This is an optimization exercise on Yosys and OpenROAD, whose aim is small area and a short achievable clock period, not a production implementation.
Only simulation tests tie the RTL to the original design; equivalence was not proved.

## flow/design.v (module list and top-level ports; edited modules follow where they fit)
// module fa_cell: 10 lines
// module ha_cell: 9 lines
// module hai_cell: 9 lines
// module Filter_block_1: 6159 lines
module Filter_block_1 (
    input clk,
    input rst_n,
    input ena,
    input signed [0:15] x_in,
    output reg signed [0:31] y_out
);
  // ...
==> flow/flow/run.sh <==
#!/bin/bash
# Standard layout (the standard.sh: ORFS synth .. finish), with repair_timing
# asked to keep a setup margin, so that the timing repair after placement, CTS and
# global routing works on paths longer than (period - margin). The SDC, the clock
# period and every other setting are the design's.
set -euo pipefail
MARGIN=$(cat flow/margin.txt)
bash standard.sh SETUP_SLACK_MARGIN=$MARGIN finish > standard_make.log 2>&1
==> flow/flow/margin.txt <==
11.5
==> flow/standard.sh <==
#!/bin/bash
# synth_recipe.tcl (not shown) runs the flow's synth.tcl, then flattens the netlist and writes it again
# the make line also repeats each setting of config.mk as NAME=value (left out here)
make -C /OpenROAD-flow-scripts/flow DESIGN_CONFIG=/design/flow/config.mk WORK_HOME=/design/flow/orfs CLKGATE_MAP_FILE= SYNTH_SCRIPT=/design/flow/synth_recipe.tcl "${@:-finish}"
==> flow/config.mk <==
export PLATFORM = sky130hd
export DESIGN_NAME = Filter_block_1
export DESIGN_NICKNAME = Filter_block_1
export VERILOG_FILES = /design/flow/design.v
export SDC_FILE = /design/flow/constraint.sdc
export NUM_CORES = 4
export LEC_CHECK = 0
export CAP_MARGIN = 70
export CORE_MARGIN = 2
export CORE_UTILIZATION = 40
export SLEW_MARGIN = 70
export SYNTH_HIERARCHICAL = 1
export SYNTH_MINIMUM_KEEP_SIZE = 0
==> flow/constraint.sdc <==
create_clock -name core_clock -period 16.0 [get_ports {clk}]
set_input_delay 3.2000 -clock core_clock [delete_from_list [all_inputs] [get_ports {clk}]]
set_output_delay 3.2000 -clock core_clock [all_outputs]
set_load 0.01 [all_outputs]
==> summary.txt, run 1 <==
* Status: timing/DRC/antenna clean
* Cell types occupying the most area after synthesis: fa_1 41%, dfrtp_1 33%, mux2_2 16%
* Number of buffer and inverter stages on the critical path at 1
* Complex-gate fraction of the synthesized area at 0.00807
* Post-synthesis to final-layout area growth at 13.9%
* Die X-Extent at around 450 um
* Final Wtd Congestion at between 0.8 and 0.9
* Aggregate routed wire length at around 180000 um
* Crit Path Max Fanout at 2
* Startpoint kind of the worst setup timing path: register
* Startpoint of the most critical register-to-register path: r4[21]$_DFFE_PN1P_
* Stage delay of the slowest cell on the critical path at between 0.5 and 0.6 ns
* Dominant combinational cell family by area after synthesis: adder cells
* Inverter count of the layout excluding clock inverters at approximately 460
* Simple-gate portion of the synthesized area at 0.00731
* First-pass iteration count of the detailed router at 5
* Met1 Routed Length at ~80000 um
* DRC violations left at 0
* Cell with the largest stage delay on the worst path: fa_2
* Via total after detailed routing at approximately 39000
* Sequential cell area fraction in the yosys report at 0.367
* Synth cell count leaders: 1660 x fa_1, 1113 x mux2_2, 1056 x dfrtp_1, 459 x inv_1, 125 x clkbuf_1
* Top class by area: multi-input combinational cells
* Antenna-violating nets left at 0
* TritonCTS Sinks at ~1200
* Count of non-filler cells in the finished layout at 7905
* Sequential portion of the cell area at 0.324
* Net count, final at slightly below 7000
* Clock buffers at ~210
* Count of placed standard cells including taps at approximately 7600
* Share of synthesized flip-flops with an asynchronous set or reset at 0.977
* Setup crit end kind: register
* Endpoints failing setup at 0
==> run 2, diff against run 1 <==
==> flow/run.sh (new file) <==
#!/bin/bash
# synth_recipe.tcl (not shown) runs the flow's synth.tcl, then flattens the netlist and writes it again
# the make line also repeats each setting of config.mk as NAME=value (left out here)
make -C /OpenROAD-flow-scripts/flow DESIGN_CONFIG=/design/flow/config.mk WORK_HOME=/design/flow/orfs CLKGATE_MAP_FILE= SYNTH_SCRIPT=/design/flow/synth_recipe.tcl finish
removed: flow/flow/run.sh
removed: flow/flow/margin.txt
removed: flow/standard.sh
==> summary.txt, run 2 <==
* Number of global-route vias before repair at around 46000
* Effective utilization at floorplan at 0.402
* Most common cell after layout, fill and taps aside: fa_1
* Endpoints failing setup at 0 (unchanged)
* Slew at the pin closest to its max-slew limit at 0.452 ns
* Cell types occupying the most area after synthesis: fa_1 41%, dfrtp_1 33%, mux2_2 16%
* Data required time at the worst endpoint at 16.67 ns
* Count of cells resized by post-cts repair at 0
* Status: timing/DRC/antenna clean
* CTS root buf: clkbuf_16
* Utilization after layout at 0.452
* Mean number of vias per cell at 4.94
* Net Count, Synth at around 6700
* Synth cell count leaders: 1660 x fa_1, 1113 x mux2_2, 1056 x dfrtp_1, 459 x inv_1, 125 x clkbuf_1
* Worst max-slew margin expressed relative to the limit at 0.698
* Share of synthesized flip-flops with an asynchronous set or reset at 0.977 (unchanged)
* Crit Path Max Fanout at 55 (+53)
* Main synth FF type: dfrtp_1
* GRT Residual Overflow at 0
* Setup TNS at 0 ns
* Crit Path Class: in -> reg
* Core outline area at approximately 200000 um^2
* Arrival time worst endpoint at just under 6 ns
* Half-perimeter wire length after placement at around 140000 um
* Sequential cell area fraction in the yosys report at 0.367 (unchanged)
* Startpoint kind of the worst setup timing path: primary input
* Largest registers: r1: 53 flops, r2: 52 flops, r3: 50 flops
* Total of fill cells in the finished design at approximately 18000
* Initial antenna violation count at 2
* Count of non-filler cells in the finished layout at 7819 (-1.1%)
* Worst path setup slack after routing at about 11 ns
* Yosys reg bits at roughly 1200
* DRC marker count from the first detailed-route iteration at ~1800
* Count of placed standard cells including taps at 7559 (+0.040%)
* Top-level port count at 51
* Cell area after technology mapping at between 80000 and 90000 um^2
* Achievable frequency at roughly 190 MHz
* Shortest clock period the worst path allows after layout at approximately 5 ns
* Hold bufs inserted after CTS at 0
* Routed wire length per instance at around 22 um
* Design area at ~90000 um^2
* Number of cells produced by synthesis at approximately 4900
* Share of cells above drive strength 1 at 0.307
* Net count, final at 6842 (-1.3%)
* Most instantiated library cell after synthesis: fa_1
* Maxcap violations at 0
* DRC violations left at 0 (unchanged)
* Die outline area at about 200000 um^2
* Number of distinct library cells after synthesis at 52
* Number of flip-flops in the largest register at 53
* Die X-Extent at 452 um (unchanged)
* Register with the highest flop count: r1
* TritonCTS Sinks at 1169 (unchanged)
* Share of the clock period used by the worst path after layout at 0.321
* Aggregate global-route resource usage at 0.182
* Max Slew Vio Count at 0
* Yosys warnings at 7
* Final Wtd Congestion at 0.858 (+0.34%)
* Hold violation total from the final report at 0
* Floorplan row count at about 160
* Worst Skew at 0.0346 ns
* Maximum number of pins on one net before global-route repair at 60
* Setup crit end kind: register
* CTS tree: done
* Post-CTS Repair Setup Buffers at 0
* Antenna Diode Count at 0
* Vertical die dimension at around 450 um
* H-Tree Depth at 4
* Latest clock arrival within the worst-skew pair at between 0.7 and 0.8 ns
* Placement Cell Area at ~85000 um^2
* Worst Hold Class: reg -> reg
* DP Worst Slack at approximately 10 ns
* Mean area per synthesized cell at approximately 16 um^2
* Antenna-violating nets left at 0 (unchanged)
* Via total after detailed routing at 38600 (-1.2%)
* Clock Path Buffers at 3
* Clock buffers created by TritonCTS at roughly 140
* IO buf count at 50
* Commonest cells after routing, fill and taps aside: 1660 x fa_1, 1113 x mux2_2, 995 x dfrtp_1
* EDFF count, synth at 27
* Aggregate routed wire length at 173000 um (-3.1%)
* Clock transition time at the flip-flop clock pins of the worst setup and hold paths at about 0.06 ns
* Wire length of the first global-routing pass at 285000 um
* Post-synthesis to final-layout area growth at 12.4%
* Unrepaired setup endpoints after global routing: no
* Post-synth top area cell: fa_1
* Area share of the largest cell type after synthesis at 0.413
* First-pass iteration count of the detailed router at 5 (unchanged)
run 2: cell count changes in the layout (fill, tap and decap cells not counted), sizes merged, moves of 5 or more:
cell,before,now
clkbuf,218,200
bufbuf,13,0
clkinv,21,31
bufinv,13,18
clkdlybuf4s50,16,47
buf,184,83
run 2: modules after synthesis (local to each module, per instance):
module,flops+latches,cells inside,times used,area [um^2]
Filter_block_1,1169,3096,1,45900
fa_cell,0,1,1659,20.0
ha_cell,0,1,40,12.5
hai_cell,0,3,40,20.0
run 2: cells by family (layout without fill, tap and decap cells):
group                      after synthesis  after routing  share of synthesized area
xor gates and xnor gates                17             17                    0.00185
buffers and inverters                  599            847                     0.0282
DFF                                   1169           1169                      0.367
AOI/OAI and AO/OA                      107            107                    0.00807
and+or+nand+nor                        127            127                    0.00731
muxes                                 1118           1118                      0.156
adders and majority gates             1778           1778                      0.431
run 2: per-stage QoR:
stage	hold slack, ns
5_1_grt	0.488
6_report	0.483
2_1_floorplan	0.449
4_1_cts	0.481
3_3_place_gp	0.464
3_5_place_dp	0.471
run 2: final timing paths:
kind	startpoint	to	slack (ns)	depth (start not counted)
min in group asynchronous	rst_n	h52[0]$_DFFE_PN0P_	2.25	1
worst min register to register	h21[0]$_DFFE_PN0P_	h22[0]$_DFFE_PN0P_	0.48	2
worst min-delay path	h21[0]$_DFFE_PN0P_	h22[0]$_DFFE_PN0P_	0.48	2
worst max-delay path	ena	h49[14]$_DFFE_PN0P_	10.86	9
worst max register to register	h28[8]$_DFFE_PN0P_	r2[23]$_DFFE_PN0P_	11.11	12
max in group asynchronous	rst_n	r1[43]$_DFFE_PN1P_	11.36	10
run 2: final cells by class:
| class | count | area (um^2) | area share |
|---|---|---|---|
| Sequential cell | 1169 | 29600 | 0.327 |
| Clock inverter | 58 | 880 | 0.00973 |
| Clock buffer | 200 | 4070 | 0.0451 |
| Multi-Input combinational cell | 3147 | 48800 | 0.540 |
| Tap cell | 2656 | 3320 | 0.0368 |
| Inverter | 459 | 1720 | 0.0191 |
| Timing Repair Buffer | 130 | 2040 | 0.0225 |
run 2: critical path, cell delays in order:
cell and delay [ns]:
buf_12 0.19, buf_12 0.27, buf_16 0.30, buf_12 0.24, buf_16 0.27, buf_12 0.26
buf_8 0.30, buf_12 0.27, mux2_2 0.37
run 2: metal layers:
| layer | GRT usage | part of all wire | vias to the layer above |
|---|---|---|---|
| met5 | 0 | 0 | - |
| met4 | 0.0365 | 0.017 | 0 |
| met3 | 0.0259 | 0.033 | 195 |
| met2 | 0.300 | 0.50 | 523 |
| met1 | 0.260 | 0.45 | 21600 |
| li1 | - | - | 16300 |

==> separate check: timing with driven ports <==
The results above use ideal ports. As a check the final layouts listed here were re-extracted and re-timed, cells and wires unchanged.
Step 1 (the two cells are an assumption about what drives the block):
set clk [get_ports {clk}]
set_driving_cell -lib_cell sky130_fd_sc_hd__clkbuf_16 $clk
set_driving_cell -lib_cell sky130_fd_sc_hd__buf_2 [delete_from_list [all_inputs] $clk]
Step 2 also shifts input and output timing later by t, the mid clock arrival at the registers, as if the neighbouring blocks saw the same clock.
Slacks: ideal ports / drivers / drivers and shift; pairs: ideal ports / drivers.
run | shift t [ns] | setup slack, ns | worst setup path after step 2 | worst register clock-pin slew, ns
run 1 | 0.855 | 11.273 / 11.273 / 10.668 | input to register | 0.07 / 0.07
run 2 | 0.855 | 10.860 / 10.873 / 10.018 | input to register | 0.06 / 0.06
After both steps every run listed still meets setup and hold. The setup slack of run 2, which loses most, moves by +0.013 ns with the drivers and by -0.842 ns with both steps.
